This design comes from an exercise in tuning for small area on the open sky130 flow, not from production work.
In this exercise RTL edits were held to simulation tests only and were not proved equivalent to the original.

==> design/flow/design.v <==
module processor
(
	output w_en,
	output done,
	output [7:0] addr,
	output [31:0] data_out,
	input clk,
	input rst_n,
	input start,
	input [31:0] data_in
);
	reg s0, s1, s2;
	always @(posedge clk or negedge rst_n) begin
		if (~rst_n) begin
			s0 <= 1'b0;
			s1 <= 1'b0;
			s2 <= 1'b0;
		end else begin
			s0 <= ~s2 & (start | s0);
			s1 <= s0;
			s2 <= s1;
		end
	end
	wire ex = s2 & ~s1;
	reg [15:0] rw;    
	reg [15:0] cw;    
	always @(posedge clk) begin
		if (s1) begin
			rw <= {rw[7:0], rw[15:8]};
		end else begin
			rw <= data_in[15:0];
			cw <= {data_in[31:28], data_in[23:20], data_in[27:24], data_in[19:16]};
		end
	end
	reg [7:0] ar;
	reg [2:0] op;
	always @(posedge clk) begin
		ar <= data_in[7:0];
		op <= data_in[31:29];
	end
	wire det_sel = ~s1 & (op == 3'd4);
	wire [3:0] x1 = rw[3:0];
	wire [3:0] x2 = rw[7:4];
	wire [3:0] y1 = det_sel ? ~rw[15:12] : (s0 ? cw[11:8] : cw[3:0]);
	wire [3:0] y2 = det_sel ? rw[11:8] : (s0 ? cw[15:12] : cw[7:4]);
	wire e = det_sel;
	wire [7:0] u;
	wire t0 = x1[0] & y1[0];
	wire t1 = x1[0] & y1[1];
	wire t2 = x1[0] & y1[2];
	wire t3 = x1[1] & y1[0];
	wire t4 = x1[1] & y1[1];
	wire t5 = x1[1] & y1[2];
	wire t6 = x1[2] & y1[0];
	wire t7 = x1[2] & y1[1];
	wire t8 = x1[2] & y1[2];
	wire t9 = ~(x1[3] & y1[0]);
	wire t10 = ~(x1[3] & y1[1]);
	wire t11 = ~(x1[3] & y1[2]);
	wire t12 = ~(x1[0] & y1[3]);
	wire t13 = ~(x1[1] & y1[3]);
	wire t14 = ~(x1[2] & y1[3]);
	wire t15 = x1[3] & y1[3];
	wire t16 = x2[0] & y2[0];
	wire t17 = x2[0] & y2[1];
	wire t18 = x2[0] & y2[2];
	wire t19 = x2[1] & y2[0];
	wire t20 = x2[1] & y2[1];
	wire t21 = x2[1] & y2[2];
	wire t22 = x2[2] & y2[0];
	wire t23 = x2[2] & y2[1];
	wire t24 = x2[2] & y2[2];
	wire t25 = ~(x2[3] & y2[0]);
	wire t26 = ~(x2[3] & y2[1]);
	wire t27 = ~(x2[3] & y2[2]);
	wire t28 = ~(x2[0] & y2[3]);
	wire t29 = ~(x2[1] & y2[3]);
	wire t30 = ~(x2[2] & y2[3]);
	wire t31 = x2[3] & y2[3];
	wire t32 = e & x1[0];
	wire t33 = e & x1[1];
	wire t34 = e & x1[2];
	wire t35 = ~(e & x1[3]);
	wire s36, c36;
	fa f36 (.a(t0), .b(t16), .c(t32), .s(s36), .co(c36));
	wire s37, c37;
	fa f37 (.a(t1), .b(t3), .c(t17), .s(s37), .co(c37));
	wire s38, c38;
	fa f38 (.a(t19), .b(t33), .c(c36), .s(s38), .co(c38));
	wire s39, c39;
	ha h39 (.a(s37), .b(s38), .s(s39), .co(c39));
	wire s40, c40;
	fa f40 (.a(t2), .b(t4), .c(t6), .s(s40), .co(c40));
	wire s41, c41;
	fa f41 (.a(t18), .b(t20), .c(t22), .s(s41), .co(c41));
	wire s42, c42;
	fa f42 (.a(t34), .b(c37), .c(c38), .s(s42), .co(c42));
	wire s43, c43;
	fa f43 (.a(c39), .b(s40), .c(s41), .s(s43), .co(c43));
	wire s44, c44;
	ha h44 (.a(s42), .b(s43), .s(s44), .co(c44));
	wire s45, c45;
	fa f45 (.a(t5), .b(t7), .c(t9), .s(s45), .co(c45));
	wire s46, c46;
	fa f46 (.a(t12), .b(t21), .c(t23), .s(s46), .co(c46));
	wire s47, c47;
	fa f47 (.a(t25), .b(t28), .c(t35), .s(s47), .co(c47));
	wire s48, c48;
	fa f48 (.a(c40), .b(c41), .c(c42), .s(s48), .co(c48));
	wire s49, c49;
	fa f49 (.a(c43), .b(c44), .c(s45), .s(s49), .co(c49));
	wire s50, c50;
	fa f50 (.a(s46), .b(s47), .c(s48), .s(s50), .co(c50));
	wire t51 = ~(s49 ^ s50);
	wire t52 = s49 | s50;
	wire s53, c53;
	fa f53 (.a(t8), .b(t10), .c(t13), .s(s53), .co(c53));
	wire s54, c54;
	fa f54 (.a(t24), .b(t26), .c(t29), .s(s54), .co(c54));
	wire s55, c55;
	fa f55 (.a(c45), .b(c46), .c(c47), .s(s55), .co(c55));
	wire s56, c56;
	fa f56 (.a(c48), .b(c49), .c(c50), .s(s56), .co(c56));
	wire s57, c57;
	fa f57 (.a(t52), .b(s53), .c(s54), .s(s57), .co(c57));
	wire s58, c58;
	fa f58 (.a(s55), .b(s56), .c(s57), .s(s58), .co(c58));
	wire t59 = ~s58;
	wire s60, c60;
	fa f60 (.a(t11), .b(t14), .c(t27), .s(s60), .co(c60));
	wire s61, c61;
	fa f61 (.a(t30), .b(c53), .c(c54), .s(s61), .co(c61));
	wire s62, c62;
	fa f62 (.a(c55), .b(c56), .c(c57), .s(s62), .co(c62));
	wire s63, c63;
	fa f63 (.a(c58), .b(s58), .c(s60), .s(s63), .co(c63));
	wire s64, c64;
	fa f64 (.a(s61), .b(s62), .c(s63), .s(s64), .co(c64));
	wire s65, c65;
	fa f65 (.a(t15), .b(t31), .c(c60), .s(s65), .co(c65));
	wire s66, c66;
	fa f66 (.a(c61), .b(c62), .c(c63), .s(s66), .co(c66));
	wire s67, c67;
	fa f67 (.a(c64), .b(s65), .c(s66), .s(s67), .co(c67));
	wire t68 = c65 ^ c66 ^ c67;
	assign u = {t68, s67, s64, t59, t51, s44, s39, s36};
	reg [7:0] m1, m2, m3;
	always @(posedge clk) begin
		m1 <= u;
		m2 <= m1;
		m3 <= m2;
	end
	wire [3:0] a21 = rw[3:0], a22 = rw[7:4], a11 = rw[11:8], a12 = rw[15:12];
	wire [3:0] b11 = cw[3:0], b21 = cw[7:4], b12 = cw[11:8], b22 = cw[15:12];
	wire sub = op[0];
	wire [3:0] sa0 = a11, sa1 = a12, sa2 = a21, sa3 = a22;
	wire [3:0] sb0 = b11, sb1 = b12, sb2 = b21, sb3 = b22;
	wire [4:0] as0, as1, as2, as3;
	wire t69 = sb0[0] ^ sub;
	wire s70, c70;
	fa f70 (.a(sa0[0]), .b(t69), .c(sub), .s(s70), .co(c70));
	wire t71 = sb0[1] ^ sub;
	wire s72, c72;
	fa f72 (.a(sa0[1]), .b(t71), .c(c70), .s(s72), .co(c72));
	wire t73 = sb0[2] ^ sub;
	wire s74, c74;
	fa f74 (.a(sa0[2]), .b(t73), .c(c72), .s(s74), .co(c74));
	wire t75 = sb0[3] ^ sub;
	wire s76, c76;
	fa f76 (.a(sa0[3]), .b(t75), .c(c74), .s(s76), .co(c76));
	wire t77 = sa0[3] ^ t75 ^ c76;
	assign as0 = {t77, s76, s74, s72, s70};
	wire t78 = sb1[0] ^ sub;
	wire s79, c79;
	fa f79 (.a(sa1[0]), .b(t78), .c(sub), .s(s79), .co(c79));
	wire t80 = sb1[1] ^ sub;
	wire s81, c81;
	fa f81 (.a(sa1[1]), .b(t80), .c(c79), .s(s81), .co(c81));
	wire t82 = sb1[2] ^ sub;
	wire s83, c83;
	fa f83 (.a(sa1[2]), .b(t82), .c(c81), .s(s83), .co(c83));
	wire t84 = sb1[3] ^ sub;
	wire s85, c85;
	fa f85 (.a(sa1[3]), .b(t84), .c(c83), .s(s85), .co(c85));
	wire t86 = sa1[3] ^ t84 ^ c85;
	assign as1 = {t86, s85, s83, s81, s79};
	wire t87 = sb2[0] ^ sub;
	wire s88, c88;
	fa f88 (.a(sa2[0]), .b(t87), .c(sub), .s(s88), .co(c88));
	wire t89 = sb2[1] ^ sub;
	wire s90, c90;
	fa f90 (.a(sa2[1]), .b(t89), .c(c88), .s(s90), .co(c90));
	wire t91 = sb2[2] ^ sub;
	wire s92, c92;
	fa f92 (.a(sa2[2]), .b(t91), .c(c90), .s(s92), .co(c92));
	wire t93 = sb2[3] ^ sub;
	wire s94, c94;
	fa f94 (.a(sa2[3]), .b(t93), .c(c92), .s(s94), .co(c94));
	wire t95 = sa2[3] ^ t93 ^ c94;
	assign as2 = {t95, s94, s92, s90, s88};
	wire t96 = sb3[0] ^ sub;
	wire s97, c97;
	fa f97 (.a(sa3[0]), .b(t96), .c(sub), .s(s97), .co(c97));
	wire t98 = sb3[1] ^ sub;
	wire s99, c99;
	fa f99 (.a(sa3[1]), .b(t98), .c(c97), .s(s99), .co(c99));
	wire t100 = sb3[2] ^ sub;
	wire s101, c101;
	fa f101 (.a(sa3[2]), .b(t100), .c(c99), .s(s101), .co(c101));
	wire t102 = sb3[3] ^ sub;
	wire s103, c103;
	fa f103 (.a(sa3[3]), .b(t102), .c(c101), .s(s103), .co(c103));
	wire t104 = sa3[3] ^ t102 ^ c103;
	assign as3 = {t104, s103, s101, s99, s97};
	wire sel_as  = ex & ~op[2] & ~op[1];
	wire sel_mul = ex & (op == 3'd2);
	wire sel_tr  = ex & (op == 3'd3);
	wire sel_det = ex & (op == 3'd4);
	wire [31:0] r_as  = {{3{as3[4]}}, as3, {3{as2[4]}}, as2, {3{as1[4]}}, as1, {3{as0[4]}}, as0};
	wire [31:0] r_mul = {m2, u, m3, m1};
	wire [31:0] r_tr  = {{4{a22[3]}}, a22, {4{a12[3]}}, a12, {4{a21[3]}}, a21, {4{a11[3]}}, a11};
	wire [31:0] r_det = {{24{u[7]}}, u};
	assign data_out = ({32{sel_as}} & r_as) | ({32{sel_mul}} & r_mul) |
	                  ({32{sel_tr}} & r_tr) | ({32{sel_det}} & r_det);
	assign w_en = ex & ~(op[2] & (op[1] | op[0]));
	assign done = w_en;
	assign addr = s2 ? (s1 ? 8'h00 : ar) : 8'hFF;
endmodule
module fa(input a, input b, input c, output s, output co);
	assign s = a ^ b ^ c;
	assign co = (a & b) | (a & c) | (b & c);
endmodule
module ha(input a, input b, output s, output co);
	assign s = a ^ b;
	assign co = a & b;
endmodule
==> design/flow/run.sh <==
#!/bin/bash
# synth_recipe.tcl (not shown) runs the flow's synth.tcl, then flattens the netlist and writes it again
# the make line also repeats each setting of config.mk as NAME=value (left out here)
make -C /OpenROAD-flow-scripts/flow DESIGN_CONFIG=/design/flow/config.mk WORK_HOME=/design/flow/orfs CLKGATE_MAP_FILE= SYNTH_SCRIPT=/design/flow/synth_recipe.tcl finish
==> design/flow/config.mk <==
export PLATFORM = sky130hd
export DESIGN_NAME = processor
export DESIGN_NICKNAME = processor
export VERILOG_FILES = /design/flow/design.v
export SDC_FILE = /design/flow/constraint.sdc
export NUM_CORES = 4
export LEC_CHECK = 0
export CAP_MARGIN = 20
export CORE_MARGIN = 2
export CORE_UTILIZATION = 40
export SLEW_MARGIN = 20
export SYNTH_HIERARCHICAL = 1
export SYNTH_MINIMUM_KEEP_SIZE = 0
==> design/flow/constraint.sdc <==
create_clock -name core_clock -period 7.0 [get_ports {clk}]
set_input_delay 1.4000 -clock core_clock [delete_from_list [all_inputs] [get_ports {clk}]]
set_output_delay 1.4000 -clock core_clock [all_outputs]
set_load 0.01 [all_outputs]
==> qor.csv <==
stage;metric;value;unit
worst_setup_path;Critical Path Most Common Cell;fa_2;
place;Post-DP HPWL;8440;um
flow_run;max_cap viols;0;
min_path;worst hold stages;0;
routing;vias per cell;4.97;
routing;# DRC;0;
timing;Final period util;123;%
place;Area after DPL;0.00539;mm2
floorplan;chip width;105;um
routing;number of nets with antenna violations after routing;0;
synth;Syn Area/Cell;11.8;um2
place;routability congestion estimate;0.868;
global_routing;first-pass GRT wire length;18000;um
worst_setup_path;CP Class;register to output pin;
cells_and_area;commonest non-fill, non-tap cell in the layout;buf_4;
worst_setup_path;critical path endpoint category;output pin;
synth;top_reg_cell synth;dfxtp_1;
timing;Fmax;116;MHz
worst_setup_path;R2R depth;21;
worst_setup_path;reg2reg start;s1;
cells_and_area;number of inserted diodes;0;
floorplan;row cnt;36;
global_routing;initial antenna violation count;0;
worst_setup_path;CP max FO;5;
global_routing;Top Usage Layer GRT;met2;
synth;Post-Synthesis Net Count;426;
worst_setup_path;Critical Path RT;5.60;ns
cts;Worst-path clk slew;0.08;ns
min_path;HP Class;register to register;
cts;total CTS buffers;9;
floorplan;IO Pins;77;
synth;Cells after Synth;345;
global_routing;GR Util met3;5.49;%
timing;Tmin final;8.59;ns
worst_setup_path;data arrival time of the critical path;7.19;ns
timing;Fin. Hold Viols;0;
timing;Final Slew Violations;0;
floorplan;die height;105;um
routing;via count;3122;
cells_and_area;commonest non-fill, non-tap cells in the layout;buf_4, dfxtp_1, clkdlybuf4s50_1, fa_1, nand2_1;
timing;final setup fails;27;
outcome;Layout Check Failures;setup timing;
place;PortBufs;76;
outcome;status;complete, but fails checks;
min_path;hold endpoint;m2[7];
routing;routed wire length per instance;17.6;um
synth;Syn Std Cell Area;0.00406;mm2
routing;drt first pass iters;4;
timing;Worst Setup Slack, final;-1.59;ns
synth;Async S/R FF share, synth;4.29;%
synth;Yosys reg bits;70;
global_routing;GRT Overall Usage;21.8;%
min_path;startpoint of the worst hold path;m1[7];
cells_and_area;filler instances;870;
routing;WL final;11100;um
cts;CTS sink count;70;
floorplan;die area;0.0110;mm2
worst_setup_path;Worst R2R End;m1[7];
global_routing;met1 Use GR;28.2;%
worst_setup_path;R2R setup slack;0.79;ns
timing;RSZ-0062 raised after global routing;yes;
worst_setup_path;Crit path largest cell delay;0.57;ns
cts;clock latency on the worst-skew pair;0.36;ns
timing;Worst Tran Pin Value;0.908;ns
synth;yosys warns;7;
worst_setup_path;Worst setup SP type;register;
synth;sequential area share after synthesis;38.8;%
floorplan;total core area;0.00982;mm2
synth;Yosys cell types;44;
cells_and_area;fin area;0.00583;mm2
cells_and_area;nets;571;
timing;Layout Skew;0.00611;ns
cts;CTS tree;built;
cells_and_area;Layout Area Growth over Synthesis;43.6;%
global_routing;remaining global-route overflow;0;
cells_and_area;layout cells sized above 1;36.6;%
worst_setup_path;Slowest cell on crit path;fa_2;
global_routing;vias in the first global route;3307;
global_routing;largest net degree at the start of global routing;33;
cts;CTS H-tree depth;3;
floorplan;Initial Util;41.3;%
synth;number of synthesized flops with an enable pin;16;
cts;clk buf depth;2;
cts;Root Buffer;clkbuf_8;
routing;drt initial violations;165;
cells_and_area;Final Util;59.4;%
timing;max_slew headroom;39.3;%
global_routing;Global Route met2 Usage;35.5;%
-- Yosys cell counts, types with 2 or more instances --
cell type   n  area [um2]
mux2_2     12         135
clkbuf_1    5        18.8
nor2_1      7        26.3
o21ai_1     2        10.0
mux2i_1     4        40.0
nand3_1    14        70.1
and2_1     16         100
inv_1      15        56.3
a221o_1     7        70.1
ha_1        3        37.5
buf_2      11        55.1
edfxtp_1   16         480
a211oi_1    4        30.0
xor2_1     13         114
fa_1       43         861
o21ai_0     8        40.0
a21oi_1     6        30.0
nand2b_1    4        25.0
dfxtp_1    51        1020
nor2b_1    14        87.6
xor2_4      2        55.1
nand2_1    29         109
buf_4       3        22.5
a22o_1      2        17.5
mux2_1      4        45.0
a22oi_1    16         120
dfrtp_1     3        75.1
xnor2_1     8        70.1
a211o_1     8        70.1
-- stage by stage --
stage,TNS (ns),hold slack [ns],setup WS [ns],instances
floorplan,-26.95,0.331,-1.14,345
CTS,-37.83,0.354,-1.57,629
finish,-37.71,0.354,-1.59,628
global route,-44.44,0.363,-1.84,628
global placement,-38.79,0.338,-1.54,592
detailed placement,-41.60,0.339,-1.65,592
-- layout make-up --
| class | instances | area (um2) | share of cell area [%] |
|---|---|---|---|
| flip-flops and latches | 70 | 1580 | 27.1 |
| clock inverters | 7 | 72.6 | 1.25 |
| clock buffers | 9 | 124 | 2.13 |
| multi-input cells | 239 | 2500 | 42.8 |
| well taps | 133 | 166 | 2.86 |
| repair buffers | 155 | 1340 | 22.9 |
| inverters | 15 | 56.3 | 0.966 |
-- metal layers --
layer / up-vias / share of wire [%]
met5: - / 0
met4: 0 / 2.3
met3: 18 / 5.7
met2: 83 / 49
met1: 1555 / 43
li1: 1466 / -
-- worst max path at each step --
stage	to	slack (ns)	cells past startpoint	start
4_1_cts	data_out[11]	-1.57	26	s1
2_1_floorplan	data_out[11]	-1.14	24	s1
3_3_place_gp	data_out[11]	-1.54	23	s1
3_5_place_dp	data_out[11]	-1.65	23	s1
5_1_grt	data_out[11]	-1.84	26	s1
6_report	data_out[11]	-1.59	26	s1
-- per-module statistics from Yosys (local to each module, per instance) --
module / times used / cells
processor: 1 / 300
fa: 43 / 1
ha: 2 / 1
-- kinds of logic after synthesis --
logic type | Yosys count | synth area share (%)
multiplexers | 20 | 5.43
AND/OR/NAND/NOR | 91 | 12.1
adder cells (fa/ha/maj) | 46 | 22.1
XOR/XNOR | 25 | 6.87
buffers and inverters | 36 | 4.13
flip-flops | 70 | 38.8
AO/OA/AOI/OAI | 57 | 10.5
-- flip-flops by register name, summed over array words and instances, names as in the netlist --
register and cells:
s2 1, m3 8, op 3, s1 1, m2 8, m1 8, cw 16, s0 1
ar 8, rw 16
-- worst max-delay path, delay by kind of cell, from the launching register on --
| kind | cells | cell delay (ns) |
|---|---|---|
| XOR/XNOR | 1 | 0.21 |
| AND/OR/NAND/NOR | 5 | 0.58 |
| adder cells (fa/ha/maj) | 12 | 4.53 |
| buffers and inverters | 6 | 0.70 |
| flip-flops | 1 | 0.41 |
| AO/OA/AOI/OAI | 2 | 0.39 |
-- timing repair --
action	CTS	global route
hold endpoints to repair	0	0
cloned	1	0
gates resized for setup	150	8
pin swaps	13	3
setup endpoints to repair	28	28
hold buffers	0	0
setup buffers	20	2

[separate check: timing with driven ports]
The results above use ideal ports. As a check the final layout listed here was re-extracted and re-timed, cells and wires unchanged.
Step 1, drivers: a clkbuf_16 drives clk and a buf_2 each remaining input, both assumed.
Step 2, shift: input delay + t, output delay - t, t = (earliest + latest rising clock arrival at the registers) / 2. This alone moves slack from input paths to output paths.
Three values: ideal, step 1, step 2; two values: the first two.
t, ns: 0.391
setup WS [ns]: -1.592 / -1.628 / -1.237
worst setup path at the end: register to output
worst register clock-pin slew, ns: 0.08 / 0.08
pins driven straight from the clock port: 1
For this run, drivers alone change the setup slack by -0.036 ns; drivers and shift together by +0.355 ns.
